Context: an optimization exercise on an open-source flow, tuned for small area, a short achievable clock period and few clock cycles per item. The choices shown serve that exercise and are no tape-out recipe.
RTL that was checked went through simulation tests only; none was proved equivalent to the original.
No functional check of the RTL was part of runs 1, 3 and 4.
Power and IR drop assume default switching activity.

==> flow/flow/run.sh <==
#!/bin/bash
# Layout flow: the standard synthesis unchanged, then the standard ORFS
# steps with these changes (settings in flow/params.sh):
#  - repair_timing is asked to leave a setup margin (SETUP_SLACK_MARGIN); the
#    design is still laid out and signed off at the design's clock period,
#    the margin only makes the resizer work harder;
#  - ports are buffered with plain buffers, and delay cells are not used as
#    buffers;
#  - clock tree buffers as set in CTS_ARGS;
#  - after global routing, optionally the worst paths are upsized
#    (flow/upsize.tcl), then cells are downsized where that keeps the setup
#    slack (flow/downsize.tcl).
# Each tool's output goes to its own log in this folder.
set -uo pipefail
source flow/params.sh
export FLOWDIR=$PWD/flow
bash standard.sh synth > synth.log 2>&1 || exit 1
export DONT_USE_CELLS="$EXTRA_DONT_USE"
VARS=(SETUP_SLACK_MARGIN=$MARGIN "BUFFER_PORTS_ARGS=$BUFFER_PORTS_ARGS" "${EXTRA[@]}")
if [[ -n "${DOWNSIZE_MARGIN:-}" ]]; then
  export DOWNSIZE_MARGIN DOWNSIZE_HOLD_MARGIN UPSIZE_TARGET=${UPSIZE_TARGET:-}
  VARS+=("POST_GLOBAL_ROUTE_TCL=$FLOWDIR/downsize_hook.tcl")
fi
bash standard.sh "${VARS[@]}" finish > layout.log 2>&1
==> flow/flow/downsize.tcl <==
# Area recovery that keeps a setup margin (global-routing parasitics are
# re-estimated after every change): try each instance at the smallest
# smaller drive strength of the same cell that keeps the worst setup slack at
# or above the margin, hold slack at or above 0 and no max slew/capacitance
# violation; keep the change only then.
proc cell_area {m} { return [expr {[$m getWidth] * [$m getHeight] / 1e6}] }
proc core_area {} {
  set a 0
  foreach i [[ord::get_db_block] getInsts] {
    set m [$i getMaster]
    if {[$m getType] eq "CORE"} { set a [expr {$a + [cell_area $m]}] }
  }
  return $a
}
proc downsize {margin hold_margin} {
  set db [ord::get_db]
  set block [ord::get_db_block]
  set base_slew [sta::max_slew_violation_count]
  set base_cap [sta::max_capacitance_violation_count]
  set cands {}
  foreach inst [$block getInsts] {
    set m [$inst getMaster]
    if {[$m getType] ne "CORE"} continue
    set name [$m getName]
    if {![regexp {^(sky130_fd_sc_hd__[a-z0-9]+)_([0-9]+)$} $name -> base size]} continue
    if {[string match "*clkbuf*" $base] || [string match "*clkinv*" $base]} continue
    if {[string match "*dly*" $base] || [string match "*conb*" $base]} continue
    set smaller {}
    foreach s {0 1 2 3 4 6 8 12 16} {
      if {$s >= $size} break
      set mm [$db findMaster ${base}_$s]
      if {$mm eq "NULL"} continue
      if {[llength [get_lib_cells -quiet ${base}_$s]] == 0} continue
      lappend smaller $mm
    }
    if {[llength $smaller] == 0} continue
    lappend cands [list [expr {[cell_area $m] - [cell_area [lindex $smaller 0]]}] $inst $smaller]
  }
  set cands [lsort -real -decreasing -index 0 $cands]
  set n 0
  foreach c $cands {
    lassign $c gain inst smaller
    set orig [$inst getMaster]
    set iname [$inst getName]
    foreach mm $smaller {
      replace_cell $iname [$mm getName]
      estimate_parasitics -global_routing
      if {[worst_slack -max] >= $margin && [worst_slack -min] >= $hold_margin
          && [sta::max_slew_violation_count] <= $base_slew
          && [sta::max_capacitance_violation_count] <= $base_cap} {
        incr n
        break
      }
      replace_cell $iname [$orig getName]
      estimate_parasitics -global_routing
    }
  }
  return $n
}
==> flow/flow/downsize_hook.tcl <==
# POST_GLOBAL_ROUTE_TCL hook (runs inside ORFS's global_route.tcl after its
# repairs): optional greedy upsizing of the worst paths (flow/upsize.tcl),
# then area recovery (flow/downsize.tcl) that keeps the setup slack reached,
# then detailed placement and incremental global routing of what changed, as
# ORFS does after its own repairs.
source $::env(FLOWDIR)/downsize.tcl
source $::env(FLOWDIR)/upsize.tcl
estimate_parasitics -global_routing
puts "downsize: before: area [core_area] setup ws [worst_slack -max] hold ws [worst_slack -min]"
if {[info exists ::env(UPSIZE_TARGET)] && $::env(UPSIZE_TARGET) ne ""} {
  set n [upsize $::env(UPSIZE_TARGET) $::env(DOWNSIZE_HOLD_MARGIN) 400]
  puts "downsize: upsized $n: area [core_area] setup ws [worst_slack -max]"
}
set ws [worst_slack -max]
set target [expr {min($::env(DOWNSIZE_MARGIN), $ws)}]
set n [downsize $target $::env(DOWNSIZE_HOLD_MARGIN)]
puts "downsize: after: $n resized, target $target, area [core_area] setup ws [worst_slack -max] hold ws [worst_slack -min]"
global_route -start_incremental
detailed_placement
global_route -end_incremental
estimate_parasitics -global_routing
puts "downsize: after reroute: setup ws [worst_slack -max] hold ws [worst_slack -min]"
==> flow/flow/params.sh <==
MARGIN=7.8
BUFFER_PORTS_ARGS="-buffer_cell sky130_fd_sc_hd__buf_2"
EXTRA_DONT_USE="sky130_fd_sc_hd__dlygate4sd1_1 sky130_fd_sc_hd__dlygate4sd2_1 sky130_fd_sc_hd__dlygate4sd3_1 sky130_fd_sc_hd__clkdlybuf4s15_1 sky130_fd_sc_hd__clkdlybuf4s15_2 sky130_fd_sc_hd__clkdlybuf4s18_1 sky130_fd_sc_hd__clkdlybuf4s18_2 sky130_fd_sc_hd__clkdlybuf4s25_1 sky130_fd_sc_hd__clkdlybuf4s25_2 sky130_fd_sc_hd__clkdlybuf4s50_1 sky130_fd_sc_hd__clkdlybuf4s50_2 sky130_fd_sc_hd__dlymetal6s2s_1 sky130_fd_sc_hd__dlymetal6s4s_1 sky130_fd_sc_hd__dlymetal6s6s_1"
EXTRA=("CTS_ARGS=-sink_clustering_enable -repair_clock_nets -buf_list sky130_fd_sc_hd__clkbuf_8 -root_buf sky130_fd_sc_hd__clkbuf_16")
DOWNSIZE_MARGIN=8.0
DOWNSIZE_HOLD_MARGIN=0.05
UPSIZE_TARGET=8.0
==> flow/flow/upsize.tcl <==
# Greedy sizing of the worst path: for the path to the worst endpoint, try
# each instance on it at each larger drive strength of its cell and keep the
# change that raises that endpoint's slack most without lowering the worst
# slack; stop at the target slack or
# when no change helps. Global-routing parasitics are re-estimated after each
# change, and hold slack and max slew/capacitance are kept.
proc upsize_sizes {inst} {
  set db [ord::get_db]
  set m [$inst getMaster]
  set name [$m getName]
  if {![regexp {^(sky130_fd_sc_hd__[a-z0-9]+)_([0-9]+)$} $name -> base size]} { return {} }
  if {[string match "*clkbuf*" $base] || [string match "*clkinv*" $base]} { return {} }
  if {[string match "*dly*" $base] || [string match "*conb*" $base]} { return {} }
  set bigger {}
  foreach s {1 2 3 4 6 8 12 16} {
    if {$s <= $size} continue
    set mm [$db findMaster ${base}_$s]
    if {$mm eq "NULL"} continue
    if {[llength [get_lib_cells -quiet ${base}_$s]] == 0} continue
    lappend bigger [$mm getName]
  }
  return $bigger
}
proc upsize {target hold_margin maxiter} {
  set block [ord::get_db_block]
  set base_slew [sta::max_slew_violation_count]
  set base_cap [sta::max_capacitance_violation_count]
  set n 0
  for {set it 0} {$it < $maxiter} {incr it} {
    set ws [worst_slack -max]
    if {$ws >= $target} break
    set path [lindex [find_timing_paths -path_delay max -group_path_count 1] 0]
    set insts {}
    foreach pt [get_property $path points] {
      set pin [get_property $pt pin]
      if {[get_property $pin is_port]} continue
      set inst [sta::sta_to_db_inst [get_cells -of_objects $pin]]
      if {[lsearch -exact $insts $inst] < 0} { lappend insts $inst }
    }
    set ep [get_property $path endpoint]
    set ep_slack [get_property $ep slack_max]
    set best_ep $ep_slack
    set best {}
    foreach inst $insts {
      set iname [$inst getName]
      set orig [[$inst getMaster] getName]
      foreach cell [upsize_sizes $inst] {
        replace_cell $iname $cell
        estimate_parasitics -global_routing
        set e [get_property $ep slack_max]
        if {$e > $best_ep + 0.0005 && [worst_slack -max] >= $ws - 0.0001
            && [worst_slack -min] >= $hold_margin
            && [sta::max_slew_violation_count] <= $base_slew
            && [sta::max_capacitance_violation_count] <= $base_cap} {
          set best_ep $e
          set best [list $iname $cell]
        }
        replace_cell $iname $orig
        estimate_parasitics -global_routing
      }
    }
    if {$best eq {}} break
    lassign $best iname cell
    replace_cell $iname $cell
    estimate_parasitics -global_routing
    incr n
  }
  return $n
}
==> flow/standard.sh <==
#!/bin/bash
# synth_recipe.tcl (not shown) runs the flow's synth.tcl, then flattens the netlist and writes it again
# the make line also repeats each setting of config.mk as NAME=value (left out here)
make -C /OpenROAD-flow-scripts/flow DESIGN_CONFIG=/design/flow/config.mk WORK_HOME=/design/flow/orfs CLKGATE_MAP_FILE= SYNTH_SCRIPT=/design/flow/synth_recipe.tcl "${@:-finish}"
==> flow/config.mk <==
export PLATFORM = sky130hd
export DESIGN_NAME = mproc
export DESIGN_NICKNAME = mproc
export VERILOG_FILES = /design/flow/design.v
export SDC_FILE = /design/flow/constraint.sdc
export NUM_CORES = 4
export LEC_CHECK = 0
export CAP_MARGIN = 20
export CORE_MARGIN = 2
export CORE_UTILIZATION = 40
export SLEW_MARGIN = 20
export SYNTH_HIERARCHICAL = 1
==> flow/constraint.sdc <==
create_clock -name core_clock -period 11.0 [get_ports {clk}]
set_input_delay 2.2000 -clock core_clock [delete_from_list [all_inputs] [get_ports {clk}]]
set_output_delay 2.2000 -clock core_clock [all_outputs]
set_load 0.01 [all_outputs]
==> flow/design.v <==
module rf_bit (input wire clk, we, nwe, d, output reg q);
  always @(posedge clk) q <= (q & nwe) | (d & we);
endmodule
module rf_bit_s (input wire clk, we, nwe, s, d, output reg q);
  always @(posedge clk) q <= (q & nwe) | (d & we) | s;
endmodule
module rd_bit (input wire [7:0] s, input wire [7:0] r, output wire o);
  wire x0, x1, x2;
  g_aoi222 u0 (s[0], r[0], s[1], r[1], s[2], r[2], x0);
  g_aoi222 u1 (s[3], r[3], s[4], r[4], s[5], r[5], x1);
  g_aoi22 u2 (s[6], r[6], s[7], r[7], x2);
  g_nand3 u3 (x0, x1, x2, o);
endmodule
module g_inv (input wire a, output wire y);
  assign y = ~a;
endmodule
module g_nand2 (input wire a, b, output wire y);
  assign y = ~(a & b);
endmodule
module g_nor2 (input wire a, b, output wire y);
  assign y = ~(a | b);
endmodule
module g_andn (input wire a, b, output wire y);
  assign y = a & ~b;
endmodule
module g_xor2 (input wire a, b, output wire y);
  assign y = a ^ b;
endmodule
module g_xnor2 (input wire a, b, output wire y);
  assign y = ~(a ^ b);
endmodule
module g_aoi21 (input wire a1, a2, b1, output wire y);
  assign y = ~((a1 & a2) | b1);
endmodule
module g_oai21 (input wire a1, a2, b1, output wire y);
  assign y = ~((a1 | a2) & b1);
endmodule
module g_maj3 (input wire a, b, c, output wire y);
  assign y = (a & b) | (c & (a | b));
endmodule
module g_a2bb2oi (input wire a1, a2, b1, b2, output wire y);
  assign y = ~((~a1 & ~a2) | (b1 & b2));
endmodule
module g_aoi211 (input wire a1, a2, b1, c1, output wire y);
  assign y = ~((a1 & a2) | b1 | c1);
endmodule
module g_mux2i (input wire a0, a1, s, output wire y);
  assign y = ~(s ? a1 : a0);
endmodule
module g_aoi222 (input wire a1, a2, b1, b2, c1, c2, output wire y);
  assign y = ~((a1 & a2) | (b1 & b2) | (c1 & c2));
endmodule
module g_aoi22 (input wire a1, a2, b1, b2, output wire y);
  assign y = ~((a1 & a2) | (b1 & b2));
endmodule
module g_nand3 (input wire a, b, c, output wire y);
  assign y = ~(a & b & c);
endmodule
module alu (input wire [1:0] op, input wire [15:0] i0, i1,
    output wire [15:0] o, output wire cout);
  wire nop1;
  wire bx0;
  wire gn0;
  wire pn0;
  wire l0;
  wire bx1;
  wire gn1;
  wire pn1;
  wire l1;
  wire bx2;
  wire gn2;
  wire pn2;
  wire l2;
  wire bx3;
  wire gn3;
  wire pn3;
  wire l3;
  wire bx4;
  wire gn4;
  wire pn4;
  wire l4;
  wire bx5;
  wire gn5;
  wire pn5;
  wire l5;
  wire bx6;
  wire gn6;
  wire pn6;
  wire l6;
  wire bx7;
  wire gn7;
  wire pn7;
  wire l7;
  wire bx8;
  wire gn8;
  wire pn8;
  wire l8;
  wire bx9;
  wire gn9;
  wire pn9;
  wire l9;
  wire bx10;
  wire gn10;
  wire pn10;
  wire l10;
  wire bx11;
  wire gn11;
  wire pn11;
  wire l11;
  wire bx12;
  wire gn12;
  wire pn12;
  wire l12;
  wire bx13;
  wire gn13;
  wire pn13;
  wire l13;
  wire bx14;
  wire gn14;
  wire pn14;
  wire l14;
  wire bx15;
  wire gn15;
  wire pn15;
  wire l15;
  wire nsub;
  wire g1_1;
  wire g1_2;
  wire p1_2;
  wire g1_3;
  wire p1_3;
  wire g1_4;
  wire p1_4;
  wire g1_5;
  wire p1_5;
  wire g1_6;
  wire p1_6;
  wire g1_7;
  wire p1_7;
  wire g1_8;
  wire p1_8;
  wire g1_9;
  wire p1_9;
  wire g1_10;
  wire p1_10;
  wire g1_11;
  wire p1_11;
  wire g1_12;
  wire p1_12;
  wire g1_13;
  wire p1_13;
  wire g1_14;
  wire p1_14;
  wire g1_15;
  wire p1_15;
  wire g1_16;
  wire p1_16;
  wire g2_2;
  wire g2_3;
  wire g2_4;
  wire p2_4;
  wire g2_5;
  wire p2_5;
  wire g2_6;
  wire p2_6;
  wire g2_7;
  wire p2_7;
  wire g2_8;
  wire p2_8;
  wire g2_9;
  wire p2_9;
  wire g2_10;
  wire p2_10;
  wire g2_11;
  wire p2_11;
  wire g2_12;
  wire p2_12;
  wire g2_13;
  wire p2_13;
  wire g2_14;
  wire p2_14;
  wire g2_15;
  wire p2_15;
  wire g2_16;
  wire p2_16;
  wire g3_4;
  wire n_g1_1;
  wire g3_5;
  wire g3_6;
  wire g3_7;
  wire g3_8;
  wire p3_8;
  wire g3_9;
  wire p3_9;
  wire g3_10;
  wire p3_10;
  wire g3_11;
  wire p3_11;
  wire g3_12;
  wire p3_12;
  wire g3_13;
  wire p3_13;
  wire g3_14;
  wire p3_14;
  wire g3_15;
  wire p3_15;
  wire g3_16;
  wire p3_16;
  wire g4_8;
  wire g4_9;
  wire n_g2_2;
  wire g4_10;
  wire n_g2_3;
  wire g4_11;
  wire g4_12;
  wire g4_13;
  wire g4_14;
  wire g4_15;
  wire g4_16;
  wire p4_16;
  wire g5_16;
  wire yn0;
  wire ca0;
  wire yn1;
  wire ca1;
  wire yn2;
  wire ca2;
  wire yn3;
  wire ca3;
  wire yn4;
  wire ca4;
  wire yn5;
  wire ca5;
  wire yn6;
  wire ca6;
  wire yn7;
  wire ca7;
  wire y8;
  wire y9;
  wire y10;
  wire y11;
  wire y12;
  wire y13;
  wire y14;
  wire y15;
  g_inv u1 (op[1], nop1);
  g_xor2 u2 (i1[0], op[0], bx0);
  g_nand2 u3 (i0[0], bx0, gn0);
  g_xnor2 u4 (i0[0], bx0, pn0);
  g_maj3 u5 (i0[0], i1[0], op[0], l0);
  g_xor2 u6 (i1[1], op[0], bx1);
  g_nand2 u7 (i0[1], bx1, gn1);
  g_xnor2 u8 (i0[1], bx1, pn1);
  g_maj3 u9 (i0[1], i1[1], op[0], l1);
  g_xor2 u10 (i1[2], op[0], bx2);
  g_nand2 u11 (i0[2], bx2, gn2);
  g_xnor2 u12 (i0[2], bx2, pn2);
  g_maj3 u13 (i0[2], i1[2], op[0], l2);
  g_xor2 u14 (i1[3], op[0], bx3);
  g_nand2 u15 (i0[3], bx3, gn3);
  g_xnor2 u16 (i0[3], bx3, pn3);
  g_maj3 u17 (i0[3], i1[3], op[0], l3);
  g_xor2 u18 (i1[4], op[0], bx4);
  g_nand2 u19 (i0[4], bx4, gn4);
  g_xnor2 u20 (i0[4], bx4, pn4);
  g_maj3 u21 (i0[4], i1[4], op[0], l4);
  g_xor2 u22 (i1[5], op[0], bx5);
  g_nand2 u23 (i0[5], bx5, gn5);
  g_xnor2 u24 (i0[5], bx5, pn5);
  g_maj3 u25 (i0[5], i1[5], op[0], l5);
  g_xor2 u26 (i1[6], op[0], bx6);
  g_nand2 u27 (i0[6], bx6, gn6);
  g_xnor2 u28 (i0[6], bx6, pn6);
  g_maj3 u29 (i0[6], i1[6], op[0], l6);
  g_xor2 u30 (i1[7], op[0], bx7);
  g_nand2 u31 (i0[7], bx7, gn7);
  g_xnor2 u32 (i0[7], bx7, pn7);
  g_maj3 u33 (i0[7], i1[7], op[0], l7);
  g_xor2 u34 (i1[8], op[0], bx8);
  g_nand2 u35 (i0[8], bx8, gn8);
  g_xnor2 u36 (i0[8], bx8, pn8);
  g_maj3 u37 (i0[8], i1[8], op[0], l8);
  g_xor2 u38 (i1[9], op[0], bx9);
  g_nand2 u39 (i0[9], bx9, gn9);
  g_xnor2 u40 (i0[9], bx9, pn9);
  g_maj3 u41 (i0[9], i1[9], op[0], l9);
  g_xor2 u42 (i1[10], op[0], bx10);
  g_nand2 u43 (i0[10], bx10, gn10);
  g_xnor2 u44 (i0[10], bx10, pn10);
  g_maj3 u45 (i0[10], i1[10], op[0], l10);
  g_xor2 u46 (i1[11], op[0], bx11);
  g_nand2 u47 (i0[11], bx11, gn11);
  g_xnor2 u48 (i0[11], bx11, pn11);
  g_maj3 u49 (i0[11], i1[11], op[0], l11);
  g_xor2 u50 (i1[12], op[0], bx12);
  g_nand2 u51 (i0[12], bx12, gn12);
  g_xnor2 u52 (i0[12], bx12, pn12);
  g_maj3 u53 (i0[12], i1[12], op[0], l12);
  g_xor2 u54 (i1[13], op[0], bx13);
  g_nand2 u55 (i0[13], bx13, gn13);
  g_xnor2 u56 (i0[13], bx13, pn13);
  g_maj3 u57 (i0[13], i1[13], op[0], l13);
  g_xor2 u58 (i1[14], op[0], bx14);
  g_nand2 u59 (i0[14], bx14, gn14);
  g_xnor2 u60 (i0[14], bx14, pn14);
  g_maj3 u61 (i0[14], i1[14], op[0], l14);
  g_xor2 u62 (i1[15], op[0], bx15);
  g_nand2 u63 (i0[15], bx15, gn15);
  g_xnor2 u64 (i0[15], bx15, pn15);
  g_maj3 u65 (i0[15], i1[15], op[0], l15);
  g_inv u66 (op[0], nsub);
  g_oai21 u67 (pn0, nsub, gn0, g1_1);
  g_oai21 u68 (pn1, gn0, gn1, g1_2);
  g_nor2 u69 (pn1, pn0, p1_2);
  g_oai21 u70 (pn2, gn1, gn2, g1_3);
  g_nor2 u71 (pn2, pn1, p1_3);
  g_oai21 u72 (pn3, gn2, gn3, g1_4);
  g_nor2 u73 (pn3, pn2, p1_4);
  g_oai21 u74 (pn4, gn3, gn4, g1_5);
  g_nor2 u75 (pn4, pn3, p1_5);
  g_oai21 u76 (pn5, gn4, gn5, g1_6);
  g_nor2 u77 (pn5, pn4, p1_6);
  g_oai21 u78 (pn6, gn5, gn6, g1_7);
  g_nor2 u79 (pn6, pn5, p1_7);
  g_oai21 u80 (pn7, gn6, gn7, g1_8);
  g_nor2 u81 (pn7, pn6, p1_8);
  g_oai21 u82 (pn8, gn7, gn8, g1_9);
  g_nor2 u83 (pn8, pn7, p1_9);
  g_oai21 u84 (pn9, gn8, gn9, g1_10);
  g_nor2 u85 (pn9, pn8, p1_10);
  g_oai21 u86 (pn10, gn9, gn10, g1_11);
  g_nor2 u87 (pn10, pn9, p1_11);
  g_oai21 u88 (pn11, gn10, gn11, g1_12);
  g_nor2 u89 (pn11, pn10, p1_12);
  g_oai21 u90 (pn12, gn11, gn12, g1_13);
  g_nor2 u91 (pn12, pn11, p1_13);
  g_oai21 u92 (pn13, gn12, gn13, g1_14);
  g_nor2 u93 (pn13, pn12, p1_14);
  g_oai21 u94 (pn14, gn13, gn14, g1_15);
  g_nor2 u95 (pn14, pn13, p1_15);
  g_oai21 u96 (pn15, gn14, gn15, g1_16);
  g_nor2 u97 (pn15, pn14, p1_16);
  g_aoi21 u98 (p1_2, op[0], g1_2, g2_2);
  g_aoi21 u99 (p1_3, g1_1, g1_3, g2_3);
  g_aoi21 u100 (p1_4, g1_2, g1_4, g2_4);
  g_nand2 u101 (p1_4, p1_2, p2_4);
  g_aoi21 u102 (p1_5, g1_3, g1_5, g2_5);
  g_nand2 u103 (p1_5, p1_3, p2_5);
  g_aoi21 u104 (p1_6, g1_4, g1_6, g2_6);
  g_nand2 u105 (p1_6, p1_4, p2_6);
  g_aoi21 u106 (p1_7, g1_5, g1_7, g2_7);
  g_nand2 u107 (p1_7, p1_5, p2_7);
  g_aoi21 u108 (p1_8, g1_6, g1_8, g2_8);
  g_nand2 u109 (p1_8, p1_6, p2_8);
  g_aoi21 u110 (p1_9, g1_7, g1_9, g2_9);
  g_nand2 u111 (p1_9, p1_7, p2_9);
  g_aoi21 u112 (p1_10, g1_8, g1_10, g2_10);
  g_nand2 u113 (p1_10, p1_8, p2_10);
  g_aoi21 u114 (p1_11, g1_9, g1_11, g2_11);
  g_nand2 u115 (p1_11, p1_9, p2_11);
  g_aoi21 u116 (p1_12, g1_10, g1_12, g2_12);
  g_nand2 u117 (p1_12, p1_10, p2_12);
  g_aoi21 u118 (p1_13, g1_11, g1_13, g2_13);
  g_nand2 u119 (p1_13, p1_11, p2_13);
  g_aoi21 u120 (p1_14, g1_12, g1_14, g2_14);
  g_nand2 u121 (p1_14, p1_12, p2_14);
  g_aoi21 u122 (p1_15, g1_13, g1_15, g2_15);
  g_nand2 u123 (p1_15, p1_13, p2_15);
  g_aoi21 u124 (p1_16, g1_14, g1_16, g2_16);
  g_nand2 u125 (p1_16, p1_14, p2_16);
  g_oai21 u126 (p2_4, nsub, g2_4, g3_4);
  g_inv u127 (g1_1, n_g1_1);
  g_oai21 u128 (p2_5, n_g1_1, g2_5, g3_5);
  g_oai21 u129 (p2_6, g2_2, g2_6, g3_6);
  g_oai21 u130 (p2_7, g2_3, g2_7, g3_7);
  g_oai21 u131 (p2_8, g2_4, g2_8, g3_8);
  g_nor2 u132 (p2_8, p2_4, p3_8);
  g_oai21 u133 (p2_9, g2_5, g2_9, g3_9);
  g_nor2 u134 (p2_9, p2_5, p3_9);
  g_oai21 u135 (p2_10, g2_6, g2_10, g3_10);
  g_nor2 u136 (p2_10, p2_6, p3_10);
  g_oai21 u137 (p2_11, g2_7, g2_11, g3_11);
  g_nor2 u138 (p2_11, p2_7, p3_11);
  g_oai21 u139 (p2_12, g2_8, g2_12, g3_12);
  g_nor2 u140 (p2_12, p2_8, p3_12);
  g_oai21 u141 (p2_13, g2_9, g2_13, g3_13);
  g_nor2 u142 (p2_13, p2_9, p3_13);
  g_oai21 u143 (p2_14, g2_10, g2_14, g3_14);
  g_nor2 u144 (p2_14, p2_10, p3_14);
  g_oai21 u145 (p2_15, g2_11, g2_15, g3_15);
  g_nor2 u146 (p2_15, p2_11, p3_15);
  g_oai21 u147 (p2_16, g2_12, g2_16, g3_16);
  g_nor2 u148 (p2_16, p2_12, p3_16);
  g_aoi211 u149 (p3_8, op[0], g3_8, op[1], g4_8);
  g_aoi211 u150 (p3_9, g1_1, g3_9, op[1], g4_9);
  g_inv u151 (g2_2, n_g2_2);
  g_aoi211 u152 (p3_10, n_g2_2, g3_10, op[1], g4_10);
  g_inv u153 (g2_3, n_g2_3);
  g_aoi211 u154 (p3_11, n_g2_3, g3_11, op[1], g4_11);
  g_aoi211 u155 (p3_12, g3_4, g3_12, op[1], g4_12);
  g_aoi211 u156 (p3_13, g3_5, g3_13, op[1], g4_13);
  g_aoi211 u157 (p3_14, g3_6, g3_14, op[1], g4_14);
  g_aoi211 u158 (p3_15, g3_7, g3_15, op[1], g4_15);
  g_aoi21 u159 (p3_16, g3_8, g3_16, g4_16);
  g_nand2 u160 (p3_16, p3_8, p4_16);
  g_oai21 u161 (p4_16, nsub, g4_16, g5_16);
  g_a2bb2oi u162 (op[1], pn0, op[1], l0, yn0);
  g_nand2 u163 (op[0], nop1, ca0);
  g_xor2 u164 (yn0, ca0, o[0]);
  g_a2bb2oi u165 (op[1], pn1, op[1], l1, yn1);
  g_nand2 u166 (g1_1, nop1, ca1);
  g_xor2 u167 (yn1, ca1, o[1]);
  g_a2bb2oi u168 (op[1], pn2, op[1], l2, yn2);
  g_nor2 u169 (g2_2, op[1], ca2);
  g_xnor2 u170 (yn2, ca2, o[2]);
  g_a2bb2oi u171 (op[1], pn3, op[1], l3, yn3);
  g_nor2 u172 (g2_3, op[1], ca3);
  g_xnor2 u173 (yn3, ca3, o[3]);
  g_a2bb2oi u174 (op[1], pn4, op[1], l4, yn4);
  g_nand2 u175 (g3_4, nop1, ca4);
  g_xor2 u176 (yn4, ca4, o[4]);
  g_a2bb2oi u177 (op[1], pn5, op[1], l5, yn5);
  g_nand2 u178 (g3_5, nop1, ca5);
  g_xor2 u179 (yn5, ca5, o[5]);
  g_a2bb2oi u180 (op[1], pn6, op[1], l6, yn6);
  g_nand2 u181 (g3_6, nop1, ca6);
  g_xor2 u182 (yn6, ca6, o[6]);
  g_a2bb2oi u183 (op[1], pn7, op[1], l7, yn7);
  g_nand2 u184 (g3_7, nop1, ca7);
  g_xor2 u185 (yn7, ca7, o[7]);
  g_mux2i u186 (pn8, l8, op[1], y8);
  g_xnor2 u187 (y8, g4_8, o[8]);
  g_mux2i u188 (pn9, l9, op[1], y9);
  g_xnor2 u189 (y9, g4_9, o[9]);
  g_mux2i u190 (pn10, l10, op[1], y10);
  g_xnor2 u191 (y10, g4_10, o[10]);
  g_mux2i u192 (pn11, l11, op[1], y11);
  g_xnor2 u193 (y11, g4_11, o[11]);
  g_mux2i u194 (pn12, l12, op[1], y12);
  g_xnor2 u195 (y12, g4_12, o[12]);
  g_mux2i u196 (pn13, l13, op[1], y13);
  g_xnor2 u197 (y13, g4_13, o[13]);
  g_mux2i u198 (pn14, l14, op[1], y14);
  g_xnor2 u199 (y14, g4_14, o[14]);
  g_mux2i u200 (pn15, l15, op[1], y15);
  g_xnor2 u201 (y15, g4_15, o[15]);
  assign cout = g5_16;
endmodule
module pc (input wire clk, reset, output reg [15:0] cnt);
  wire [16:0] c;
  assign c[0] = 1'b1;
  genvar i;
  generate
    for (i = 0; i < 16; i = i + 1) begin : g
      assign c[i+1] = c[i] & cnt[i];
    end
  endgenerate
  always @(posedge clk) cnt <= (cnt ^ c[15:0]) & ~{16{reset}};
endmodule
module reg_alu (input wire clk, reset, ex, clr, input wire [7:0] sa, sb, input wire [2:0] d,
  input wire [1:0] op, output reg wb_en, output reg [2:0] wb_addr, output reg [15:0] wb_data,
  output reg cout);
  wire [15:0] q [0:7];
  reg c;
  wire [15:0] a, b, res;
  wire co;
  wire [7:0] we, nwe;
  assign we = {8{ex}} & (8'd1 << d);
  genvar i, j;
  generate
    for (i = 0; i < 8; i = i + 1) begin : g_we
      g_nor2 u (we[i], clr, nwe[i]);
    end
  endgenerate
  generate
    for (j = 0; j < 16; j = j + 1) begin : g_bit0
      rf_bit_s u (clk, we[0], nwe[0], clr, res[j], q[0][j]);
    end
    for (i = 1; i < 8; i = i + 1) begin : g_reg
      for (j = 0; j < 16; j = j + 1) begin : g_bit
        rf_bit u (clk, we[i], nwe[i], res[j], q[i][j]);
      end
    end
    for (j = 0; j < 16; j = j + 1) begin : g_rd
      rd_bit ua (sa, {q[7][j], q[6][j], q[5][j], q[4][j], q[3][j], q[2][j], q[1][j], q[0][j]}, a[j]);
      rd_bit ub (sb, {q[7][j], q[6][j], q[5][j], q[4][j], q[3][j], q[2][j], q[1][j], q[0][j]}, b[j]);
    end
  endgenerate
  alu alu_0 (op, a, b, res, co);
  always @(posedge clk) begin
    wb_en <= ex & ~reset;
    wb_addr <= d;
    wb_data <= res;
    c <= co;
    cout <= c;
  end
endmodule
module mproc (input wire clk, reset, input wire [15:0] ins, output wire [15:0] addr,
  output wire wb_en, output wire [2:0] wb_addr, output wire [15:0] wb_data, output wire cout);
  wire [7:0] sa, sb;
  wire [2:0] d;
  wire [1:0] op;
  wire ex, clr;
  pc pc_0 (clk, reset, addr);
  ir ir_0 (clk, reset, ins, sa, sb, d, op, ex, clr);
  reg_alu reg_alu_0 (clk, reset, ex, clr, sa, sb, d, op, wb_en, wb_addr, wb_data, cout);
endmodule
module ir (input wire clk, reset, input wire [15:0] ins, output reg [7:0] sa, sb,
  output reg [2:0] d, output reg [1:0] op, output wire ex, clr);
  reg valid, halted, halt_ir;
  always @(posedge clk) begin
    sa <= 8'd1 << ins[2:0];
    sb <= 8'd1 << ins[5:3];
    d <= ins[8:6];
    op <= ins[10:9];
    halt_ir <= |ins[15:11];
    if (reset) begin
      valid <= 1'b0;
      halted <= 1'b0;
    end else begin
      valid <= 1'b1;
      if (valid & halt_ir) halted <= 1'b1;
    end
  end
  assign ex = valid & ~halt_ir & ~halted;
  assign clr = ~valid;
endmodule
==> metrics.yaml, run 1 <==
worst-path-stages: 2
tns_ps: 0
n_antenna_cell: 0
crit_top_cell: "buf_6"
root_buffer: "clkbuf_16"
fmax_ghz: 0.3153
syn-cell-area_um2: 8195
crit_chain: "buf_6 > buf_6"
cts.reportedPaths.clkPinSlew_ps: 110
rrSetupSlack_ps: 7890
drt_first_pass_iters: 9
final_nets: 837
area_growth_pct: 11.10
synth_seq_area_share_pct: 46.41
gr-max-usage-layer: "met2"
grt_usage_pct: 23.40
period_minus_slack_ps: 3171
synth-warning-count: 11
hold_start: "reg_alu_0.c"
syn_avg_cell_area_um2: 11.35
grt_pass1_vias: 6932
wl_per_cell_um: 23.79
post_cts_buffers: 1
cts_max_path_buffers: 2
dp_slack_ps: 7431
drv_slew: 0
cts_buffers: 17
ant_nets: 0
synth-edff-count: 0
dp_hpwl_mm: 15.58
r2r_end: "reg_alu_0.g_bit0[14].u.q"
viasPerCell: 6.597
hp-class: "reg -> reg"
grt_overflow: 0
grt_pass1_wl_mm: 39.37
clock_skew_ps: 47.50
cp.required_ps: 8800
cp-start-kind: "register"
cp-endpoint: "addr[0]"
layout_commonest_cell: "dfxtp_1"
reg2reg_from: "ir_0.sb[4]"
dieHeight_um: 147.1
worst_setup_path_end_kind: "output port"
synth_ff_type: "dfxtp_1"
cts_sinks: 190
status: "no timing/DRC/antenna violations"
cts_resized: 28
port_buffers: 54
critPathTopFamily: "flip-flops"
h-tree-depth: 4
peakVddDrop_uv: 80.50
p_leak_nw: 3.440
syn_nets: 754
setup_violations: 0
critPathSlowestCell: "dfxtp_2"
grt_util_met2_pct: 36.14
slowest_delay_ps: 340
fp-row-count: 52
routed_wl_mm: 25.89
drive_gt1_share_pct: 12.35
crit_arrival_ps: 970
antenna_found_initial: 0
hold_buffers: 0
place_congestion: 0.9794
core-area_um2: 20170
boundaryPins: 55
vias: 7178
powerDensity_nw_per_um2: 146.6
fillCellCount: 1974
postSynthCellCount: 722
drt_iter0_markers: 987
cap_violations: 0
drc: 0
ys_types: 32
startpoint: "pc_0.cnt[0]"
cts_tree: "built"
synth_seq_cells: 190
synthArstFlopShare_pct: 0
grt_use_met3_pct: 5.155
rr_worst_depth: 10
final_cell_mix: "173 x dfxtp_1, 112 x a22o_1, 64 x a222oi_1, 57 x buf_1, 39 x nand2_1"
hold_viol: 0
fin_crit_sh_pct: 28.83
setup_slack_ps: 7829
critPathMaxFanout: 2
crit_buf_inv: 2
grt_max_degree: 37
hold_depth: 0
relSlewSlack_pct: 17.65
path_class: "reg -> out"
insertion_delay_ps: 410
tightest_slew_ps: 1234
die_x_um: 147.1
grtUsageMet1_pct: 31.14
start_util_pct: 40.63
die_area_um2: 21650
[worst min path at each step]
stage,to,slack [ps]
4_1_cts,reg_alu_0.cout,340
6_report,reg_alu_0.cout,330
2_1_floorplan,reg_alu_0.cout,310
3_5_place_dp,reg_alu_0.cout,310
3_3_place_gp,reg_alu_0.cout,310
[worst register-to-register path: stages, from the launching register on]
cell and delay (ps):
dfxtp_2 500, a222oi_1 380, nand3_1 200, xor2_1 340
xnor2_2 200, o21ai_0 190, a21oi_1 220, o21ai_0 130
a211oi_2 280, xnor2_2 210, a221o_1 350
[stage by stage]
stage	instances	utilization, %	hold slack (ps)	power [mW]	instance area [um2]
final	1088	45.14	329.8	1.335	9105
after floorplan	722	-	309.6	0.8464	8195
after global placement	1051	43.90	310.8	0.9025	8855
after detailed placement	1051	43.90	314.3	0.9071	8855
after CTS	1084	46.85	338.4	1.426	9450
[flip-flops by register name (all words and copies together), names as in the netlist]
register and cells:
reg_alu_0.c 1, reg_alu_0.cout 1, reg_alu_0.g.g_bit.u.q 112, ir_0.d 3, pc_0.cnt 16, reg_alu_0.wb_en 1, ir_0.valid 1, reg_alu_0.wb_data 16
reg_alu_0.wb_addr 3, ir_0.halt_ir 1, ir_0.sb 8, ir_0.op 2, ir_0.halted 1, ir_0.sa 8, reg_alu_0.g_bit0.u.q 16
[synth_stat cells (all sizes together), types with 7 or more instances]
library cell | instances | area share [%]
maj3 | 16 | 2.2
a221o | 16 | 2.0
dfxtp | 190 | 46
nor2 | 40 | 1.8
a21oi | 17 | 1.8
xor2 | 22 | 2.4
a222oi | 64 | 7.8
ha | 14 | 2.1
nand3 | 32 | 2.0
mux2i | 8 | 0.98
a22oi | 32 | 4.9
a22o | 112 | 12
a211oi | 8 | 1.2
nand2 | 39 | 1.8
nor2b | 9 | 0.90
inv | 7 | 0.32
o21ai | 30 | 1.8
xnor2 | 27 | 2.9
a2bb2oi | 8 | 1.5
[cell families after synthesis]
logic type / share of synthesized area [%]
AND/OR/NAND/NOR: 9.664
XOR/XNOR: 5.237
adder cells (fa/ha/maj): 4.336
multiplexers: 0.9771
flip-flops: 46.41
buffers and inverters: 0.4581
AO/OA/AOI/OAI: 32.92
[Yosys stat by module (local to each module, per instance), a selection]
module    copies in the design  flops+latches  cells inside
g_oai21                     30              0             1
g_inv                        5              0             1
reg_alu                      1             22            31
g_aoi21                     16              0             1
g_aoi211                     8              0             1
rf_bit                     112              1             2
g_xnor2                     26              0             1
g_xor2                      22              0             1
pc                           1             16            48
ir                           1             24            50
g_nand3                     32              0             1
g_nand2                     36              0             1
g_aoi22                     32              0             1
[area by class of cell]
type	instances	area [um2]	area share, %
clock buffers	17	245.2	2.693
clock inverters	15	128.9	1.415
inverters	7	26.28	0.2886
multi-input cells	524	4263	46.82
flip-flops and latches	190	3837	42.15
well taps	270	337.8	3.710
repair buffers	65	266.5	2.927
[where the power goes]
| group | switching, mW | leakage, nW | total, mW | internal [mW] |
|---|---|---|---|---|
| Sequential | 0.0299 | 1.56 | 0.738 | 0.708 |
| Clock | 0.251 | 0.225 | 0.439 | 0.188 |
| Combinational | 0.105 | 1.66 | 0.157 | 0.0523 |
| Total | 0.386 | 3.44 | 1.33 | 0.949 |
[per-layer routing]
metal / vias up / wire length (um)
met5: - / 0
met4: 0 / 1071
met3: 79 / 2344
met2: 441 / 11530
met1: 3521 / 10940
li1: 3137 / -
==> inputs of run 2 (changes only) <==
--- a/flow/design.v
+++ b/flow/design.v
@@ -6,9 +6,5 @@
 endmodule
 module rd_bit (input wire [7:0] s, input wire [7:0] r, output wire o);
-  wire x0, x1, x2;
-  g_aoi222 u0 (s[0], r[0], s[1], r[1], s[2], r[2], x0);
-  g_aoi222 u1 (s[3], r[3], s[4], r[4], s[5], r[5], x1);
-  g_aoi22 u2 (s[6], r[6], s[7], r[7], x2);
-  g_nand3 u3 (x0, x1, x2, o);
+  assign o = |(s & r);
 endmodule
 module g_inv (input wire a, output wire y);
@@ -48,13 +44,4 @@
   assign y = ~(s ? a1 : a0);
 endmodule
-module g_aoi222 (input wire a1, a2, b1, b2, c1, c2, output wire y);
-  assign y = ~((a1 & a2) | (b1 & b2) | (c1 & c2));
-endmodule
-module g_aoi22 (input wire a1, a2, b1, b2, output wire y);
-  assign y = ~((a1 & a2) | (b1 & b2));
-endmodule
-module g_nand3 (input wire a, b, c, output wire y);
-  assign y = ~(a & b & c);
-endmodule
 module alu (input wire [1:0] op, input wire [15:0] i0, i1,
     output wire [15:0] o, output wire cout);
==> run 2 against run 1 <==
First-iteration DRC count fell by 19%. Clock power fell by 1%. Critical path depth fell by 1. Combinational power barely moved. Register-to-register slack improved by 60 ps. Sequential share of layout area fell by 0.54 points. Sequential cell count did not move. Critical path type unchanged.
==> metrics.yaml, run 2 <==
syn_avg_cell_area_um2: 10.82
p_int_mw: 0.9456
power.switching_mw: 0.3801
rr_worst_depth: 6
cap_violations: 0
period_minus_slack_ps: 3076
ys_types: 31
cts_buffers: 17
boundaryPins: 55
insertion_delay_ps: 400
critPathMaxFanout: 2
postSynthCellCount: 754
grt_pass1_vias: 6567
cts_max_path_buffers: 2
setup_violations: 0
rrSetupSlack_ps: 7950
reg2reg_from: "ir_0.valid"
post_cts_buffers: 0
critPathSlowestCell: "dfxtp_2"
place_congestion: 0.9232
cts_sinks: 190
largest_reg_flops: 112
routed_wl_mm: 25.04
cts_resized: 18
synthTopCellsByArea: "dfxtp_1 47%, a22o_1 12%, a22oi_1 12%"
layout.area.seq_um2: 3839
slowest_delay_ps: 340
hp-class: "reg -> reg"
hold_buffers: 0
relSlewSlack_pct: 24.22
hold_depth: 0
wl_per_cell_um: 22.47
fillCellCount: 1961
vias: 6955
grt_pass1_wl_mm: 38.38
crit_buf_inv: 1
drc: 0
final_nets: 863
tns_ps: 0
timing.hold.ws_ps: 336.9
fmax_ghz: 0.3251
die_area_um2: 21550
dieHeight_um: 146.8
powerDensity_nw_per_um2: 143.7
final_cell_mix: "166 x dfxtp_1, 128 x a22oi_1, 112 x a22o_1, 39 x nand2_1, 37 x buf_1"
layout_commonest_cell: "dfxtp_1"
swShare_pct: 28.67
syn-cell-area_um2: 8155
start_util_pct: 40.57
r2r_end: "reg_alu_0.g_bit0[12].u.q"
cts.reportedPaths.clkPinSlew_ps: 90
worst_setup_path_end_kind: "output port"
power.total_mw: 1.326
synth_top_area_share_pct: 46.64
drive_gt1_share_pct: 15.05
drt_first_pass_iters: 6
synth_seq_area_share_pct: 46.64
die_x_um: 146.8
antenna_found_initial: 0
final_area_um2: 9226
synth_most_common_cell: "dfxtp_1"
cp.required_ps: 8800
n_antenna_cell: 0
crit_arrival_ps: 880
port_buffers: 54
synth_ff_type: "dfxtp_1"
multi_input_area_um2: 4383
combPwrFrac_pct: 11.6
root_buffer: "clkbuf_16"
ant_nets: 0
status: "no timing/DRC/antenna violations"
synth_seq_cells: 190
fp-row-count: 52
p_leak_nw: 3.400
syn_nets: 786
min_to: "reg_alu_0.cout"
tightest_slew_ps: 1135
yosys-top-cells-count: "190 x dfxtp_1, 128 x a22oi_1, 112 x a22o_1, 40 x nor2_1, 39 x nand2_1"
critPathTopFamily: "flip-flops"
drv_slew: 0
top_register: "reg_alu_0.g.g_bit.u.q"
synthArstFlopShare_pct: 0
fin_crit_sh_pct: 27.97
yosys.area.top_type: "dfxtp_1"
hold_start: "reg_alu_0.c"
grt_max_degree: 37
hold_viol: 0
grt_overflow: 0
synth-edff-count: 0
crit_chain: "buf_1"
synth-warning-count: 11
core-area_um2: 20100
clock_skew_ps: 33.15
power_frac_seq_pct: 55.6
place_area_um2: 8820
cp-start-kind: "register"
viasPerCell: 6.243
cts_tree: "built"
dp_hpwl_mm: 15.25
area_growth_pct: 13.13
clkPwrFrac_pct: 32.8
h-tree-depth: 4
grt_usage_pct: 23.19
drt_iter0_markers: 797
peakVddDrop_uv: 75.53
path_class: "reg -> out"
## run 2: changes by cell type after synthesis, sizes merged
| cell | change |
|---|---|
| a22oi | +96 |
| nand4 | +32 |
| a222oi | -64 |
| nand3 | -32 |
## run 2: worst register-to-register path, cell delays in order, from the launching register on
cell	delay [ps]
dfxtp_1	400
clkinvlp_4	550
nor3_4	490
nor4b_4	560
buf_4	320
nor2_2	210
a221o_1	380
## run 2: area by class of cell
| type | count | share of cell area, % |
|---|---|---|
| clock inverters | 15 | 1.302 |
| repair buffers | 59 | 2.943 |
| flip-flops and latches | 190 | 41.61 |
| well taps | 270 | 3.662 |
| inverters | 7 | 0.3255 |
| multi-input cells | 556 | 47.50 |
| clock buffers | 17 | 2.658 |
## run 2: how the worst max path moves through the flow
stage	startpoint	end	slack [ps]	cells past startpoint
finish	pc_0.cnt[14]	addr[14]	7920	1
CTS	ir_0.sa[7]	reg_alu_0.g_bit0[15].u.q	7800	9
detailed placement	ir_0.sb[3]	reg_alu_0.g_bit0[15].u.q	7590	10
global placement	ir_0.valid	reg_alu_0.g_bit0[3].u.q	7230	5
floorplan	ir_0.op[0]	reg_alu_0.g_bit0[15].u.q	7900	8
## run 2: kinds of logic (layout without fill, tap and decap cells)
logic type               count (synthesis)  in the layout  synth area share (%)
adder cells (fa/ha/maj)                 30             30                 4.357
AO/OA/AOI/OAI                          319            319                 32.10
AND/OR/NAND/NOR                        150            150                 10.20
buffers and inverters                    8             98                0.4603
flip-flops                             190            190                 46.64
XOR/XNOR                                49             49                 5.262
multiplexers                             8              8                0.9819
## run 2: stage by stage
stage | util, % | worst slack, ps | instances
6_report | 45.89 | 7924 | 1114
4_1_cts | 46.23 | 7805 | 1114
3_5_place_dp | 43.87 | 7588 | 1082
3_3_place_gp | 43.80 | 7232 | 1081
2_1_floorplan | - | 7901 | 754
## run 2: routing by layer
layer | global-route usage, % | up-vias | wire [um]
met4 | 10.05 | 0 | 853
li1 | - | 3184 | -
met5 | 0 | - | 0
met2 | 34.98 | 363 | 11030
met1 | 31.19 | 3337 | 10830
met3 | 6.429 | 71 | 2329
## run 2: power by group through the flow
stage / sequential, mW / clock, mW / combinational [mW]
2_1_floorplan: 0.750 / 0 / 0.0945
3_3_place_gp: 0.749 / 0 / 0.154
3_5_place_dp: 0.750 / 0 / 0.154
4_1_cts: 0.734 / 0.516 / 0.156
6_report: 0.737 / 0.434 / 0.154
## run 2: modules after synthesis, one instance, submodules excluded, a selection
module | area, um2 | flip-flops and latches | copies in the design | cells inside
rd_bit | 36.28 | 0 | 32 | 5
g_maj3 | 11.26 | 0 | 16 | 1
g_xor2 | 8.758 | 0 | 22 | 1
g_oai21 | 5.005 | 0 | 30 | 1
pc | 635.6 | 16 | 1 | 48
g_aoi211 | 12.51 | 0 | 8 | 1
ir | 639.4 | 24 | 1 | 50
rf_bit_s | 30.03 | 1 | 16 | 2
g_a2bb2oi | 15.01 | 0 | 8 | 1
reg_alu | 543.0 | 22 | 1 | 31
g_nand2 | 3.754 | 0 | 36 | 1
g_aoi21 | 8.758 | 0 | 16 | 1
g_xnor2 | 8.758 | 0 | 26 | 1
g_nor2 | 3.754 | 0 | 34 | 1
rf_bit | 28.78 | 1 | 112 | 2
Testbench counts of run 2, summed over its fixed seeds: cycles 6,861, instrs 6,733.
==> inputs of run 3 (changes only) <==
--- a/flow/design.v
+++ b/flow/design.v
@@ -44,4 +44,10 @@
   assign y = ~(s ? a1 : a0);
 endmodule
+module g_nor3 (input wire a, b, c, output wire y);
+  assign y = ~(a | b | c);
+endmodule
+module g_nand3 (input wire a, b, c, output wire y);
+  assign y = ~(a & b & c);
+endmodule
 module alu (input wire [1:0] op, input wire [15:0] i0, i1,
     output wire [15:0] o, output wire cout);
@@ -445,5 +451,5 @@
   always @(posedge clk) cnt <= (cnt ^ c[15:0]) & ~{16{reset}};
 endmodule
-module reg_alu (input wire clk, reset, ex, clr, input wire [7:0] sa, sb, input wire [2:0] d,
+module reg_alu (input wire clk, reset, ex, clr, input wire [7:0] sa, sb, wr, input wire [2:0] d,
   input wire [1:0] op, output reg wb_en, output reg [2:0] wb_addr, output reg [15:0] wb_data,
   output reg cout);
@@ -453,5 +459,5 @@
   wire co;
   wire [7:0] we, nwe;
-  assign we = {8{ex}} & (8'd1 << d);
+  assign we = wr;
   genvar i, j;
   generate
@@ -485,30 +491,48 @@
 module mproc (input wire clk, reset, input wire [15:0] ins, output wire [15:0] addr,
   output wire wb_en, output wire [2:0] wb_addr, output wire [15:0] wb_data, output wire cout);
-  wire [7:0] sa, sb;
+  wire [7:0] sa, sb, wr;
   wire [2:0] d;
   wire [1:0] op;
   wire ex, clr;
   pc pc_0 (clk, reset, addr);
-  ir ir_0 (clk, reset, ins, sa, sb, d, op, ex, clr);
-  reg_alu reg_alu_0 (clk, reset, ex, clr, sa, sb, d, op, wb_en, wb_addr, wb_data, cout);
+  ir ir_0 (clk, reset, ins, sa, sb, wr, d, op, ex, clr);
+  reg_alu reg_alu_0 (clk, reset, ex, clr, sa, sb, wr, d, op, wb_en, wb_addr, wb_data, cout);
 endmodule
-module ir (input wire clk, reset, input wire [15:0] ins, output reg [7:0] sa, sb,
-  output reg [2:0] d, output reg [1:0] op, output wire ex, clr);
-  reg valid, halted, halt_ir;
+module ir (input wire clk, reset, input wire [15:0] ins, output reg [7:0] sa, sb, wr,
+  output reg [2:0] d, output reg [1:0] op, output wire ex, output reg clr);
+  reg halted, halt_ir;
+  wire [8:0] insn;
+  wire [7:0] sa_d, sb_d, wdn, wr_d;
+  wire z1, z2, z3, halt_in, nclr, nhalted_nx, okn, halted_d;
+  genvar k;
+  generate
+    for (k = 0; k < 9; k = k + 1) begin : g_insn
+      g_inv u (ins[k], insn[k]);
+    end
+    for (k = 0; k < 8; k = k + 1) begin : g_dec
+      g_nor3 ua (k[0] ? insn[0] : ins[0], k[1] ? insn[1] : ins[1], k[2] ? insn[2] : ins[2], sa_d[k]);
+      g_nor3 ub (k[0] ? insn[3] : ins[3], k[1] ? insn[4] : ins[4], k[2] ? insn[5] : ins[5], sb_d[k]);
+      g_nand3 uw (k[0] ? ins[6] : insn[6], k[1] ? ins[7] : insn[7], k[2] ? ins[8] : insn[8], wdn[k]);
+      g_nor2 ue (okn, wdn[k], wr_d[k]);
+    end
+  endgenerate
+  g_nor3 u_z1 (ins[15], ins[14], ins[13], z1);
+  g_nor2 u_z3 (ins[12], ins[11], z3);
+  g_nand2 u_h (z1, z3, halt_in);
+  g_inv u_nclr (clr, nclr);
+  g_aoi21 u_hn (nclr, halt_ir, halted, nhalted_nx);
+  g_nor2 u_hd (reset, nhalted_nx, halted_d);
+  g_nor3 u_z2 (ins[12], ins[11], reset, z2);
+  g_nand3 u_ok (z1, z2, nhalted_nx, okn);
   always @(posedge clk) begin
-    sa <= 8'd1 << ins[2:0];
-    sb <= 8'd1 << ins[5:3];
+    sa <= sa_d;
+    sb <= sb_d;
+    wr <= wr_d;
     d <= ins[8:6];
     op <= ins[10:9];
-    halt_ir <= |ins[15:11];
-    if (reset) begin
-      valid <= 1'b0;
-      halted <= 1'b0;
-    end else begin
-      valid <= 1'b1;
-      if (valid & halt_ir) halted <= 1'b1;
-    end
+    halt_ir <= halt_in;
+    clr <= reset;
+    halted <= halted_d;
   end
-  assign ex = valid & ~halt_ir & ~halted;
-  assign clr = ~valid;
+  assign ex = ~clr & ~halt_ir & ~halted;
 endmodule
==> flow/flow/params.sh (replaced) <==
MARGIN=7.8
BUFFER_PORTS_ARGS="-buffer_cell sky130_fd_sc_hd__buf_2"
EXTRA_DONT_USE="sky130_fd_sc_hd__dlygate4sd1_1 sky130_fd_sc_hd__dlygate4sd2_1 sky130_fd_sc_hd__dlygate4sd3_1 sky130_fd_sc_hd__clkdlybuf4s15_1 sky130_fd_sc_hd__clkdlybuf4s15_2 sky130_fd_sc_hd__clkdlybuf4s18_1 sky130_fd_sc_hd__clkdlybuf4s18_2 sky130_fd_sc_hd__clkdlybuf4s25_1 sky130_fd_sc_hd__clkdlybuf4s25_2 sky130_fd_sc_hd__clkdlybuf4s50_1 sky130_fd_sc_hd__clkdlybuf4s50_2 sky130_fd_sc_hd__dlymetal6s2s_1 sky130_fd_sc_hd__dlymetal6s4s_1 sky130_fd_sc_hd__dlymetal6s6s_1"
EXTRA=("CTS_ARGS=-sink_clustering_enable -repair_clock_nets -buf_list sky130_fd_sc_hd__clkbuf_8 -root_buf sky130_fd_sc_hd__clkbuf_16")
DOWNSIZE_MARGIN=7.8
DOWNSIZE_HOLD_MARGIN=0.05
==> run 3 against run 2 <==
Largest power group unchanged. Worst hold slack got worse by 1.7 ps. First-iteration DRC count rose by 3.6%. Via count up 2.8%.
==> metrics.yaml, run 3 <==
status: "no timing/DRC/antenna violations"
grt_pass1_vias: 6658
cp-start-kind: "register"
drv_slew: 0
drc: 0
cts_buffers: 17
combPwrFrac_pct: 11.6
fmax_ghz: 0.3179
crit_chain: "buf_1"
period_minus_slack_ps: 3146
critPathSlowestCell: "dfxtp_1"
yosys.area.top_type: "dfxtp_1"
synth-warning-count: 11
clock_skew_ps: 23.75
syn_nets: 810
timing.hold.ws_ps: 335.1
insertion_delay_ps: 400
power.switching_mw: 0.3886
grt_pass1_wl_mm: 39.59
ant_nets: 0
grt_max_degree: 37
synth_adder_area_share_pct: 4.235
worst_setup_path_end_kind: "output port"
routed_wl_mm: 25.97
syn_avg_cell_area_um2: 10.78
root_buffer: "clkbuf_16"
synth_mux_area_share_pct: 0.9544
antenna_found_initial: 0
vias: 7150
place_congestion: 0.9026
p_leak_nw: 3.386
cts_sinks: 198
grt_usage_pct: 23.48
crit_buf_inv: 1
synth-edff-count: 0
clkPwrFrac_pct: 32.3
synth_seq_area_share_pct: 47.24
core-area_um2: 20430
fin_crit_sh_pct: 28.60
tightest_slew_ps: 1090
synth_simple_gate_area_share_pct: 10.41
relSlewSlack_pct: 27.26
synth-compound-area-share_pct: 31.24
synthArstFlopShare_pct: 0
synthTopCellsByArea: "dfxtp_1 47%, a22o_1 12%, a22oi_1 11%"
hold_buffers: 0
path_class: "reg -> out"
critPathTopFamily: "flip-flops"
grt_overflow: 0
p_int_mw: 0.9778
synth_most_common_cell: "dfxtp_1"
final_nets: 888
post_cts_buffers: 0
dp_hpwl_mm: 16.45
final_cell_mix: "182 x dfxtp_1, 128 x a22oi_1, 112 x a22o_1, 58 x buf_1, 42 x nor2_1"
hold_viol: 0
wl_per_cell_um: 22.82
hp-class: "reg -> reg"
boundaryPins: 55
fillCellCount: 2025
synth-xor-area-share_pct: 5.115
synth_ff_type: "dfxtp_1"
syn-cell-area_um2: 8391
tns_ps: 0
fp-row-count: 52
port_buffers: 54
synth_seq_cells: 198
slowest_delay_ps: 390
synth_top_family_by_area: "compound AO/OA/AOI/OAI gates"
die_x_um: 148.8
cap_violations: 0
largest_reg_flops: 112
power.total_mw: 1.366
top_register: "reg_alu_0.g.g_bit.u.q"
powerDensity_nw_per_um2: 146.9
power_frac_seq_pct: 56.1
start_util_pct: 41.07
ys_types: 24
dieHeight_um: 148.8
critPathMaxFanout: 2
drt_iter0_markers: 826
cts_max_path_buffers: 2
peakVddDrop_uv: 76.66
viasPerCell: 6.283
h-tree-depth: 4
swShare_pct: 28.44
yosys-top-cells-count: "198 x dfxtp_1, 128 x a22oi_1, 112 x a22o_1, 46 x nor2_1, 37 x nand2_1"
n_antenna_cell: 0
die_area_um2: 22150
drive_gt1_share_pct: 10.60
cts.reportedPaths.clkPinSlew_ps: 100
cts_tree: "built"
drt_first_pass_iters: 6
postSynthCellCount: 778
crit_arrival_ps: 950
cp.required_ps: 8800
cts_resized: 23
setup_violations: 0
synth_top_area_share_pct: 47.24
layout_commonest_cell: "dfxtp_1"
area_growth_pct: 10.83
## run 3: cell types whose count changed after synthesis, sizes merged
cell,change
and3,-2
and3b,-4
and4,-1
and4b,-3
and4bb,-3
dfxtp,+8
inv,+8
nand2,-2
nand3,+9
nor2,+6
nor3,+15
nor3b,-6
nor4b,-1
## run 3: final cells by class
cell class | count | area, um2 | share of cell area (%)
Inverter | 15 | 56.30 | 0.6055
Timing Repair Buffer | 60 | 227.7 | 2.449
Multi-Input combinational cell | 564 | 4325 | 46.52
Clock inverter | 11 | 78.83 | 0.8477
Clock buffer | 20 | 286.5 | 3.081
Sequential cell | 198 | 3986 | 42.87
Tap cell | 270 | 337.8 | 3.633
## run 3: worst paths after layout
path | from | to | slack, ps | cells after the start
worst max-delay path | pc_0.cnt[15] | addr[15] | 7850 | 1
worst max register to register | ir_0.sb[1] | reg_alu_0.g_bit0[12].u.q | 7900 | 10
worst min register to register | reg_alu_0.c | reg_alu_0.cout | 340 | 0
worst min-delay path | reg_alu_0.c | reg_alu_0.cout | 340 | 0
## run 3: power groups by stage
| stage | Combinational, mW | Sequential, mW | Clock, mW |
|---|---|---|---|
| after detailed placement | 0.160 | 0.781 | 0 |
| after global placement | 0.160 | 0.780 | 0 |
| final | 0.159 | 0.766 | 0.442 |
| after floorplan | 0.0949 | 0.779 | 0 |
| after CTS | 0.166 | 0.765 | 0.473 |
## run 3: worst register-to-register path: cells and delay by family, from the launching register on
| kind | cells | cell delay [ps] |
|---|---|---|
| DFF | 1 | 490 |
| AOI/OAI and AO/OA | 6 | 1460 |
| and+or+nand+nor | 1 | 220 |
| xor gates and xnor gates | 3 | 820 |
## run 3: stage by stage
step	utilization [%]	cells	area, um2	setup WS (ps)
after floorplan	-	778	8391	7903
after global placement	44.27	1107	9045	7457
after detailed placement	44.27	1107	9045	7494
after CTS	46.66	1138	9532	7815
final	45.52	1138	9299	7854
## run 3: routing by layer
layer  routed length, um  up-vias  part of all wire [%]  global-route usage [%]
li1                    -     3248                     -                       -
met4                 604        0                   2.3                   7.667
met5                   0        -                     0                       0
met1               11910     3447                    46                   33.75
met2               10960      407                    42                   34.95
met3                2494       48                   9.6                   5.260
## run 3: Yosys stat by module, one instance, submodules excluded, a selection
module / cells / flip-flops and latches / copies in the design / cell area, um2
rd_bit: 5 / 0 / 32 / 36.28
g_oai21: 1 / 0 / 30 / 5.005
rf_bit: 2 / 1 / 112 / 28.78
g_mux2i: 1 / 0 / 8 / 10.01
g_aoi21: 1 / 0 / 17 / 8.758
ir: 33 / 32 / 1 / 650.6
g_xor2: 1 / 0 / 22 / 8.758
g_inv: 1 / 0 / 15 / 3.754
g_nor3: 1 / 0 / 18 / 10.01
pc: 48 / 16 / 1 / 635.6
g_nand2: 1 / 0 / 37 / 3.754
g_aoi211: 1 / 0 / 8 / 12.51
g_maj3: 1 / 0 / 16 / 11.26
## run 3: cell families (layout without fill, tap and decap cells)
group | Yosys count | after routing
AO/OA/AOI/OAI | 319 | 319
XOR/XNOR | 49 | 49
adder cells (fa/ha/maj) | 30 | 30
buffers and inverters | 16 | 106
flip-flops | 198 | 198
multiplexers | 8 | 8
AND/OR/NAND/NOR | 158 | 158
==> inputs of run 4 (changes only) <==
==> flow/flow/params.sh (replaced) <==
MARGIN=7.8
BUFFER_PORTS_ARGS="-buffer_cell sky130_fd_sc_hd__buf_2"
EXTRA_DONT_USE="sky130_fd_sc_hd__dlygate4sd1_1 sky130_fd_sc_hd__dlygate4sd2_1 sky130_fd_sc_hd__dlygate4sd3_1 sky130_fd_sc_hd__clkdlybuf4s15_1 sky130_fd_sc_hd__clkdlybuf4s15_2 sky130_fd_sc_hd__clkdlybuf4s18_1 sky130_fd_sc_hd__clkdlybuf4s18_2 sky130_fd_sc_hd__clkdlybuf4s25_1 sky130_fd_sc_hd__clkdlybuf4s25_2 sky130_fd_sc_hd__clkdlybuf4s50_1 sky130_fd_sc_hd__clkdlybuf4s50_2 sky130_fd_sc_hd__dlymetal6s2s_1 sky130_fd_sc_hd__dlymetal6s4s_1 sky130_fd_sc_hd__dlymetal6s6s_1"
EXTRA=("CTS_ARGS=-sink_clustering_enable -repair_clock_nets -buf_list sky130_fd_sc_hd__clkbuf_8 -root_buf sky130_fd_sc_hd__clkbuf_16")
DOWNSIZE_MARGIN=8.0
DOWNSIZE_HOLD_MARGIN=0.05
UPSIZE_TARGET=8.0
==> run 4 against run 3 <==
Utilization rose by 1.1 points. Worst setup slack gained 67 ps. Highest routed layer unchanged. Critical path depth did not move. Die area unchanged. Still clean on timing, DRC and antenna. Worst hold slack got worse by 0.73 ps.
==> metrics.yaml, run 4 <==
grt_max_degree: 37
dp_hpwl_mm: 16.45
hold_depth: 0
h-tree-depth: 4
layout_commonest_cell: "dfxtp_1"
largest_reg_flops: 112
rrSetupSlack_ps: 8000
cts_resized: 23
cp-start-kind: "register"
relSlewSlack_pct: 28.18
fin_util_pct: 46.57
cts.reportedPaths.clkPinSlew_ps: 100
critPathSlowestCell: "dfxtp_4"
hold_start: "reg_alu_0.c"
hold_buffers: 0
synthTopCellsByArea: "dfxtp_1 47%, a22o_1 12%, a22oi_1 11%"
synth_ff_type: "dfxtp_1"
cap_violations: 0
p_int_mw: 0.9942
port_buffers: 54
yosys.area.top_type: "dfxtp_1"
yosys-top-cells-count: "198 x dfxtp_1, 128 x a22oi_1, 112 x a22o_1, 46 x nor2_1, 37 x nand2_1"
viasPerCell: 6.264
grt_pass1_vias: 6658
drt_iter0_markers: 774
clock_skew_ps: 25.22
routed_wl_mm: 25.88
final_cells: 1138
place_congestion: 0.9026
insertion_delay_ps: 390
vias: 7129
fin_crit_sh_pct: 27.99
reg2reg_from: "pc_0.cnt[0]"
p_leak_nw: 3.498
r2r_end: "pc_0.cnt[15]"
worst_setup_path_end_kind: "output port"
drv_slew: 0
cts_tree: "built"
boundaryPins: 55
synth_top_area_share_pct: 47.24
status: "no timing/DRC/antenna violations"
final_nets: 888
synth_seq_area_share_pct: 47.24
cts_max_path_buffers: 2
syn_nets: 810
post_cts_buffers: 0
fp-row-count: 52
wl_per_cell_um: 22.74
core-area_um2: 20430
final_cell_mix: "168 x dfxtp_1, 128 x a22oi_1, 112 x a22o_1, 42 x nor2_1, 37 x nand2_1"
cts_buffers: 17
min_to: "reg_alu_0.cout"
swShare_pct: 28.24
antenna_found_initial: 0
tns_ps: 0
rr_worst_depth: 16
n_antenna_cell: 0
synth-warning-count: 11
peakVddDrop_uv: 76.20
critPathTopFamily: "flip-flops"
path_class: "reg -> out"
synthArstFlopShare_pct: 0
top_register: "reg_alu_0.g.g_bit.u.q"
area_growth_pct: 13.39
dieHeight_um: 148.8
die_x_um: 148.8
setup_violations: 0
cts_sinks: 198
crit_chain: "buf_6"
critPathMaxFanout: 3
powerDensity_nw_per_um2: 145.6
root_buffer: "clkbuf_16"
hold_viol: 0
period_minus_slack_ps: 3079
slowest_delay_ps: 370
grt_pass1_wl_mm: 39.59
drive_gt1_share_pct: 16.94
synth-edff-count: 0
fmax_ghz: 0.3248
synth_seq_cells: 198
hp-class: "reg -> reg"
postSynthCellCount: 778
ys_types: 24
power.total_mw: 1.385
syn_avg_cell_area_um2: 10.78
power_frac_seq_pct: 55.3
power.switching_mw: 0.3913
clkPwrFrac_pct: 32.7
die_area_um2: 22150
grt_usage_pct: 23.48
dp_cells: 1107
drt_first_pass_iters: 5
syn-cell-area_um2: 8391
drc: 0
crit_buf_inv: 1
grt_overflow: 0
start_util_pct: 41.07
ant_nets: 0
tightest_slew_ps: 1076
crit_arrival_ps: 880
cp.required_ps: 8800
combPwrFrac_pct: 12.0
synth_most_common_cell: "dfxtp_1"
run 4: cell counts after synthesis:
Identical to the previous run, type by type.
run 4: kinds of logic after synthesis:
logic type / count (synthesis) / synth area share [%]
AOI/OAI and AO/OA: 319 / 31.24
DFF: 198 / 47.24
and+or+nand+nor: 158 / 10.41
xor gates and xnor gates: 49 / 5.115
adders and majority gates: 30 / 4.235
buffers and inverters: 16 / 0.8052
muxes: 8 / 0.9544
run 4: final cells by class:
type / instances / area (um2)
repair buffers: 60 / 274.0
multi-input cells: 564 / 4452
flip-flops and latches: 198 / 4016
inverters: 15 / 56.30
clock buffers: 20 / 286.5
well taps: 270 / 337.8
fillers: 1995 / 10920
clock inverters: 11 / 91.34
run 4: Yosys stat by module (local to each module, per instance), a selection:
module | cells inside | area [um2] | times used | flip-flops and latches
ir | 33 | 650.6 | 1 | 32
pc | 48 | 635.6 | 1 | 16
reg_alu | 23 | 454.2 | 1 | 22
rd_bit | 5 | 36.28 | 32 | 0
rf_bit_s | 2 | 30.03 | 16 | 1
rf_bit | 2 | 28.78 | 112 | 1
g_a2bb2oi | 1 | 15.01 | 8 | 0
g_aoi211 | 1 | 12.51 | 8 | 0
g_maj3 | 1 | 11.26 | 16 | 0
g_mux2i | 1 | 10.01 | 8 | 0
g_nor3 | 1 | 10.01 | 18 | 0
g_xnor2 | 1 | 8.758 | 26 | 0
g_aoi21 | 1 | 8.758 | 17 | 0
g_nand3 | 1 | 5.005 | 9 | 0
g_oai21 | 1 | 5.005 | 30 | 0
g_inv | 1 | 3.754 | 15 | 0
run 4: worst max-delay path by stage:
stage / to / depth (start not counted) / from
after floorplan: reg_alu_0.g_bit0[15].u.q / 8 / ir_0.op[0]
after global placement: reg_alu_0.g_bit0[15].u.q / 10 / ir_0.sb[5]
after detailed placement: reg_alu_0.g_reg[2].g_bit[14].u.q / 10 / ir_0.sb[2]
after CTS: pc_0.cnt[15] / 16 / pc_0.cnt[0]
final: addr[0] / 1 / pc_0.cnt[0]
run 4: per-stage QoR:
stage	setup WS (ps)	instance area, um2	hold slack [ps]
floorplan	7903	8391	309.6
global placement	7457	9045	312.6
detailed placement	7494	9045	314.7
CTS	7815	9532	340.2
finish	7921	9514	334.4
run 4: power groups by stage:
| stage | Combinational [mW] | Sequential (mW) | Clock, mW |
|---|---|---|---|
| floorplan | 0.0949 | 0.779 | 0 |
| global placement | 0.160 | 0.780 | 0 |
| detailed placement | 0.160 | 0.781 | 0 |
| CTS | 0.166 | 0.765 | 0.473 |
| finish | 0.166 | 0.766 | 0.454 |
run 4: per-layer routing:
layer | vias up | global-route usage (%) | part of all wire (%)
li1 | 3251 | - | -
met1 | 3441 | 33.75 | 45
met2 | 392 | 34.95 | 42
met3 | 45 | 5.260 | 10
met4 | 0 | 7.667 | 2.1
met5 | - | 0 | 0

## port drivers added, routing unchanged
The flow's constraints put no driver on any port. The routed layouts listed below were extracted and timed again, unchanged, in two steps. Step 1 sets driving cells, clkbuf_16 on the clock port and buf_2 on the other inputs (assumed; they add their load-dependent delay and slew). Step 2, shift: input delay + t, output delay - t, t = (earliest + latest rising clock arrival at the registers) / 2. This alone moves slack from input paths to output paths. Three values: ideal, step 1, step 2; two values: the first two.
| run | t, ns | slack for setup (ns) | worst setup path after step 2 | worst slew at a driven data input, ns | pins driven straight from the clock port |
|---|---|---|---|---|---|
| run 1 | 0.427 | 7.829 / 7.784 / 7.891 | register to register | 0.03 | 1 |
| run 2 | 0.428 | 7.924 / 7.880 / 7.953 | register to register | 0.03 | 1 |
| run 3 | 0.429 | 7.854 / 7.809 / 7.903 | register to register | 0.03 | 1 |
| run 4 | 0.426 | 7.921 / 7.877 / 7.950 | input to register | 0.03 | 1 |
After both steps setup and hold are still met in every run listed.
